Background: an optimization exercise with open tools, aiming at small area. Do not read the settings as production practice. Function was checked by simulation only, so behaviour that the tests miss may differ from the original. Power figures rest on the tool's default switching activity, not on a simulated workload. The flow treats the clock pin as an ideal source, which a real chip does not have.

// alu
module alu(
    output [15:0] data_out,
    output        valid_out,
    output        cmd_out,
    input  [15:0] data_in,
    input         valid_in,
    input         cmd_in,
    output        amm_read,
    output [7:0]  amm_address,
    input  [7:0]  amm_readdata,
    input         amm_waitrequest,
    input  [1:0]  amm_response,
    input clk,
    input rst_n
    );
export LEC_CHECK = 0
export CAP_MARGIN = 20
export CORE_MARGIN = 2
export CORE_UTILIZATION = 70
export PLACE_DENSITY = 0.8
export SLEW_MARGIN = 20
export BUFFER_PORTS_ARGS = -buffer_cell sky130_fd_sc_hd__buf_1
export CTS_ARGS = -sink_clustering_enable -repair_clock_nets -dont_use_dummy_load -buf_list sky130_fd_sc_hd__clkbuf_8 -sink_clustering_size 20 -sink_clustering_max_diameter 60
create_clock -name core_clock -period 10.0 [get_ports {clk}]
standard.sh (not shown) runs the stock make flow with config.mk's settings and CLKGATE_MAP_FILE= SYNTH_SCRIPT=/design/flow/synth_recipe.tcl, a recipe that flattens the netlist after the stock synthesis.
==> flow/flow/run.sh <==
#!/bin/bash
# The standard layout (standard.sh) with these changes:
#  - synthesis maps all the combinational logic with an area-oriented ABC
#    script (flow/synth_area.tcl, flow/abc_area.script) and does not map
#    adders to half/full-adder cells first (ADDER_MAP_FILE empty); registers
#    are mapped before abc runs, so they are the standard synthesis's;
#  - the port buffers use the smallest buffer cell;
#  - the clock tree uses clkbuf_8 clusters of at most 20 sinks within 60 um
#    and no dummy loads.
# make's output goes to standard.log; each tool's log is under orfs/logs.
set -e
cat >> config.mk <<'EOC'
export ADDER_MAP_FILE =
export BUFFER_PORTS_ARGS = -buffer_cell sky130_fd_sc_hd__buf_1
export CTS_ARGS = -sink_clustering_enable -repair_clock_nets -dont_use_dummy_load -buf_list sky130_fd_sc_hd__clkbuf_8 -sink_clustering_size 20 -sink_clustering_max_diameter 60
EOC
sed "s|SYNTH_SCRIPT=[^ ]*|SYNTH_SCRIPT=$PWD/flow/synth_area.tcl|" standard.sh > standard_area.sh
grep -q "SYNTH_SCRIPT=$PWD/flow/synth_area.tcl" standard_area.sh
bash standard_area.sh > standard.log 2>&1
==> flow/flow/abc_area.script <==
&get -n
&st
&deepsyn -T 120
&dch -f
&nf -a -R 1000
&put
mfs2
&get -n
&st
&dch -f
&nf -a -R 1000
&put
topo
stime -c
==> flow/flow/synth_area.tcl <==
# The standard flow's synthesis (synth_recipe.tcl in the work folder) with one change:
# Yosys's abc maps the combinational logic with the area-oriented script
# abc_area.script next to this file instead of ORFS's abc_speed.script.
# Registers are mapped before abc runs, so they are the same as in the
# standard synthesis.
set area_abc_script [file join [file dirname [file normalize [info script]]] abc_area.script]
proc abc {args} {
    global area_abc_script
    set i [lsearch -exact $args -script]
    if { $i >= 0 } {
        set args [lreplace $args $i [expr {$i + 1}] -script $area_abc_script]
    }
    yosys abc {*}$args
}
source [file join [file dirname [file dirname [file normalize [info script]]]] synth_recipe.tcl]
Next try:
--- a/flow/flow/run.sh
+++ b/flow/flow/run.sh
@@ -6,5 +6,5 @@
 #    are mapped before abc runs, so they are the standard synthesis's;
 #  - the port buffers use the smallest buffer cell;
-#  - the clock tree uses clkbuf_8 clusters of at most 20 sinks within 60 um
+#  - the clock tree uses clkbuf_8 clusters of at most 20 sinks within 50 um
 #    and no dummy loads.
 # make's output goes to standard.log; each tool's log is under orfs/logs.
@@ -13,5 +13,5 @@
 export ADDER_MAP_FILE =
 export BUFFER_PORTS_ARGS = -buffer_cell sky130_fd_sc_hd__buf_1
-export CTS_ARGS = -sink_clustering_enable -repair_clock_nets -dont_use_dummy_load -buf_list sky130_fd_sc_hd__clkbuf_8 -sink_clustering_size 20 -sink_clustering_max_diameter 60
+export CTS_ARGS = -sink_clustering_enable -repair_clock_nets -dont_use_dummy_load -buf_list sky130_fd_sc_hd__clkbuf_8 -sink_clustering_size 20 -sink_clustering_max_diameter 50
 EOC
 sed "s|SYNTH_SCRIPT=[^ ]*|SYNTH_SCRIPT=$PWD/flow/synth_area.tcl|" standard.sh > standard_area.sh
==> flow/flow/abc_area.script (replaced) <==
&get -n
&st
&syn2
&dch -f
&nf -a -R 1000
&put
mfs2
&get -n
&st
&dch -f
&nf -a -R 1000
&put
topo
stime -c
--- a/flow/config.mk
+++ b/flow/config.mk
@@ -13,3 +13,3 @@
 export ADDER_MAP_FILE =
 export BUFFER_PORTS_ARGS = -buffer_cell sky130_fd_sc_hd__buf_1
-export CTS_ARGS = -sink_clustering_enable -repair_clock_nets -dont_use_dummy_load -buf_list sky130_fd_sc_hd__clkbuf_8 -sink_clustering_size 20 -sink_clustering_max_diameter 60
+export CTS_ARGS = -sink_clustering_enable -repair_clock_nets -dont_use_dummy_load -buf_list sky130_fd_sc_hd__clkbuf_8 -sink_clustering_size 20 -sink_clustering_max_diameter 50
Result: Final area climbs by 1.3%; power drops by 3.1%; global-route usage drops by 0.80 points; sequential share of layout area drops by 1.1 points; area after synthesis climbs by 0.82%; cell count climbs by 4.0%; synthesized cell count climbs by 4.7%.
Next try:
==> flow/flow/run.sh (replaced) <==
#!/bin/bash
# The standard layout (standard.sh) with three changes:
#  - synthesis maps the combinational logic with an area-oriented ABC script
#    (flow/synth_area.tcl, flow/abc_area.script); registers are unchanged;
#  - the port buffers use the smallest buffer cell;
#  - the clock tree uses clkbuf_8 clusters of at most 16 sinks and no dummy
#    loads.
# make's output goes to standard.log; each tool's log is under orfs/logs.
set -e
cat >> config.mk <<'EOC'
export BUFFER_PORTS_ARGS = -buffer_cell sky130_fd_sc_hd__buf_1
export CTS_ARGS = -sink_clustering_enable -repair_clock_nets -dont_use_dummy_load -buf_list sky130_fd_sc_hd__clkbuf_8 -sink_clustering_size 16 -sink_clustering_max_diameter 60
EOC
sed "s|SYNTH_SCRIPT=[^ ]*|SYNTH_SCRIPT=$PWD/flow/synth_area.tcl|" standard.sh > standard_area.sh
grep -q "SYNTH_SCRIPT=$PWD/flow/synth_area.tcl" standard_area.sh
bash standard_area.sh > standard.log 2>&1
==> flow/flow/abc_area.script (replaced) <==
&get -n
&st
&dch -f
&nf -a -R 1000
&put
mfs2
&get -n
&st
&dch -f
&nf -a -R 1000
&put
topo
stime -c
==> flow/config.mk (replaced) <==
export PLATFORM = sky130hd
export DESIGN_NAME = alu
export DESIGN_NICKNAME = alu
export VERILOG_FILES = /design/flow/design.v
export SDC_FILE = /design/flow/constraint.sdc
export NUM_CORES = 4
export LEC_CHECK = 0
export CAP_MARGIN = 20
export CORE_MARGIN = 2
export CORE_UTILIZATION = 55
export PLACE_DENSITY = 0.65
export SLEW_MARGIN = 20
export BUFFER_PORTS_ARGS = -buffer_cell sky130_fd_sc_hd__buf_1
export CTS_ARGS = -sink_clustering_enable -repair_clock_nets -dont_use_dummy_load -buf_list sky130_fd_sc_hd__clkbuf_8 -sink_clustering_size 16 -sink_clustering_max_diameter 60
The new run ran to the end with no violations.
Register-to-register slack loses 0.07 ns.
Total power fell by about 1.3%.
First-iteration DRC count fell by about 40%.
Count of clock-buffer cells in the layout rose by 2.
Clock power rose by about 3.2%.
Worst setup slack loses 0.10 ns.
Next try:
--- a/flow/flow/run.sh
+++ b/flow/flow/run.sh
@@ -10,5 +10,5 @@
 cat >> config.mk <<'EOC'
 export BUFFER_PORTS_ARGS = -buffer_cell sky130_fd_sc_hd__buf_1
-export CTS_ARGS = -sink_clustering_enable -repair_clock_nets -dont_use_dummy_load -buf_list sky130_fd_sc_hd__clkbuf_8 -sink_clustering_size 16 -sink_clustering_max_diameter 60
+export CTS_ARGS = -sink_clustering_enable -repair_clock_nets -dont_use_dummy_load -buf_list sky130_fd_sc_hd__clkbuf_16 -sink_clustering_size 36 -sink_clustering_max_diameter 70
 EOC
 sed "s|SYNTH_SCRIPT=[^ ]*|SYNTH_SCRIPT=$PWD/flow/synth_area.tcl|" standard.sh > standard_area.sh
==> flow/config.mk (replaced) <==
export PLATFORM = sky130hd
export DESIGN_NAME = alu
export DESIGN_NICKNAME = alu
export VERILOG_FILES = /design/flow/design.v
export SDC_FILE = /design/flow/constraint.sdc
export NUM_CORES = 4
export LEC_CHECK = 0
export CAP_MARGIN = 20
export CORE_MARGIN = 2
export CORE_UTILIZATION = 70
export PLACE_DENSITY = 0.8
export SLEW_MARGIN = 20
export BUFFER_PORTS_ARGS = -buffer_cell sky130_fd_sc_hd__buf_1
export CTS_ARGS = -sink_clustering_enable -repair_clock_nets -dont_use_dummy_load -buf_list sky130_fd_sc_hd__clkbuf_16 -sink_clustering_size 36 -sink_clustering_max_diameter 70
- The new run went through all stages and came out clean
- total power grows slightly
- routed wire length climbs by a quarter to a third
- final area went down slightly
- worst hold slack is better by 0.022 ns
Next try:
==> flow/flow/run.sh (replaced) <==
#!/bin/bash
# The standard layout (standard.sh) with these changes:
#  - synthesis maps all the combinational logic with an area-oriented ABC
#    script (flow/synth_area.tcl, flow/abc_area.script) and does not map
#    adders to half/full-adder cells first (ADDER_MAP_FILE empty); registers
#    are mapped before abc runs, so they are the standard synthesis's;
#  - the port buffers use the smallest buffer cell;
#  - the clock tree uses clkbuf_8 clusters of at most 18 sinks within 50 um
#    and no dummy loads.
# make's output goes to standard.log; each tool's log is under orfs/logs.
set -e
cat >> config.mk <<'EOC'
export ADDER_MAP_FILE =
export BUFFER_PORTS_ARGS = -buffer_cell sky130_fd_sc_hd__buf_1
export CTS_ARGS = -sink_clustering_enable -repair_clock_nets -dont_use_dummy_load -buf_list sky130_fd_sc_hd__clkbuf_8 -sink_clustering_size 18 -sink_clustering_max_diameter 50
EOC
sed "s|SYNTH_SCRIPT=[^ ]*|SYNTH_SCRIPT=$PWD/flow/synth_area.tcl|" standard.sh > standard_area.sh
grep -q "SYNTH_SCRIPT=$PWD/flow/synth_area.tcl" standard_area.sh
bash standard_area.sh > standard.log 2>&1
==> flow/flow/abc_area.script (replaced) <==
&get -n
&st
&deepsyn -T 120
&dch -f
&nf -a -R 1000
&put
mfs2
&get -n
&st
&dch -f
&nf -a -R 1000
&put
topo
stime -c
--- a/flow/config.mk
+++ b/flow/config.mk
@@ -11,4 +11,5 @@
 export PLACE_DENSITY = 0.8
 export SLEW_MARGIN = 20
+export ADDER_MAP_FILE =
 export BUFFER_PORTS_ARGS = -buffer_cell sky130_fd_sc_hd__buf_1
-export CTS_ARGS = -sink_clustering_enable -repair_clock_nets -dont_use_dummy_load -buf_list sky130_fd_sc_hd__clkbuf_16 -sink_clustering_size 36 -sink_clustering_max_diameter 70
+export CTS_ARGS = -sink_clustering_enable -repair_clock_nets -dont_use_dummy_load -buf_list sky130_fd_sc_hd__clkbuf_8 -sink_clustering_size 18 -sink_clustering_max_diameter 50
After rerunning: Final area decreases by a few percent; wire length decreases by roughly a tenth; via count decreases by a few percent; global-route usage decreases by 1.8 points; combinational power increases by well over a third; worst setup slack got worse by 0.21 ns; clock power decreases by a few percent; maximum frequency decreases by a few percent; total power increases by a little under a tenth; clock skew increases by 0.017 ns; non-clock buffer count decreases by 3.

==> port drivers added, routing unchanged <==
How much do the figures lean on ideal ports? The routed layouts below were timed once more, with nothing changed but the port constraints.
Step 1 (the two cells are an assumption about what drives the block):
set clk [get_ports {clk}]
set_driving_cell -lib_cell sky130_fd_sc_hd__clkbuf_16 $clk
set_driving_cell -lib_cell sky130_fd_sc_hd__buf_2 [delete_from_list [all_inputs] $clk]
Step 2 also shifts input and output timing later by t, the mid clock arrival at the registers, as if the neighbouring blocks saw the same clock.
a / b / c = ideal / step 1 / step 2; a / b = the first two.
run	t (ns)	setup slack, ns	worst setup path at the end
the first run	0.633	3.783 / 3.799 / 3.166	input to register
the second run	0.574	4.647 / 4.669 / 4.095	input to register
the third run	0.576	4.547 / 4.576 / 4.000	input to register
the fourth run	0.573	4.500 / 4.533 / 3.960	input to register
the fifth run	0.564	4.285 / 4.305 / 3.741	input to register
After both steps setup and hold are still met in every run listed. The setup slack of the first run, which loses most, moves by +0.016 ns with the drivers and by -0.617 ns with both steps.
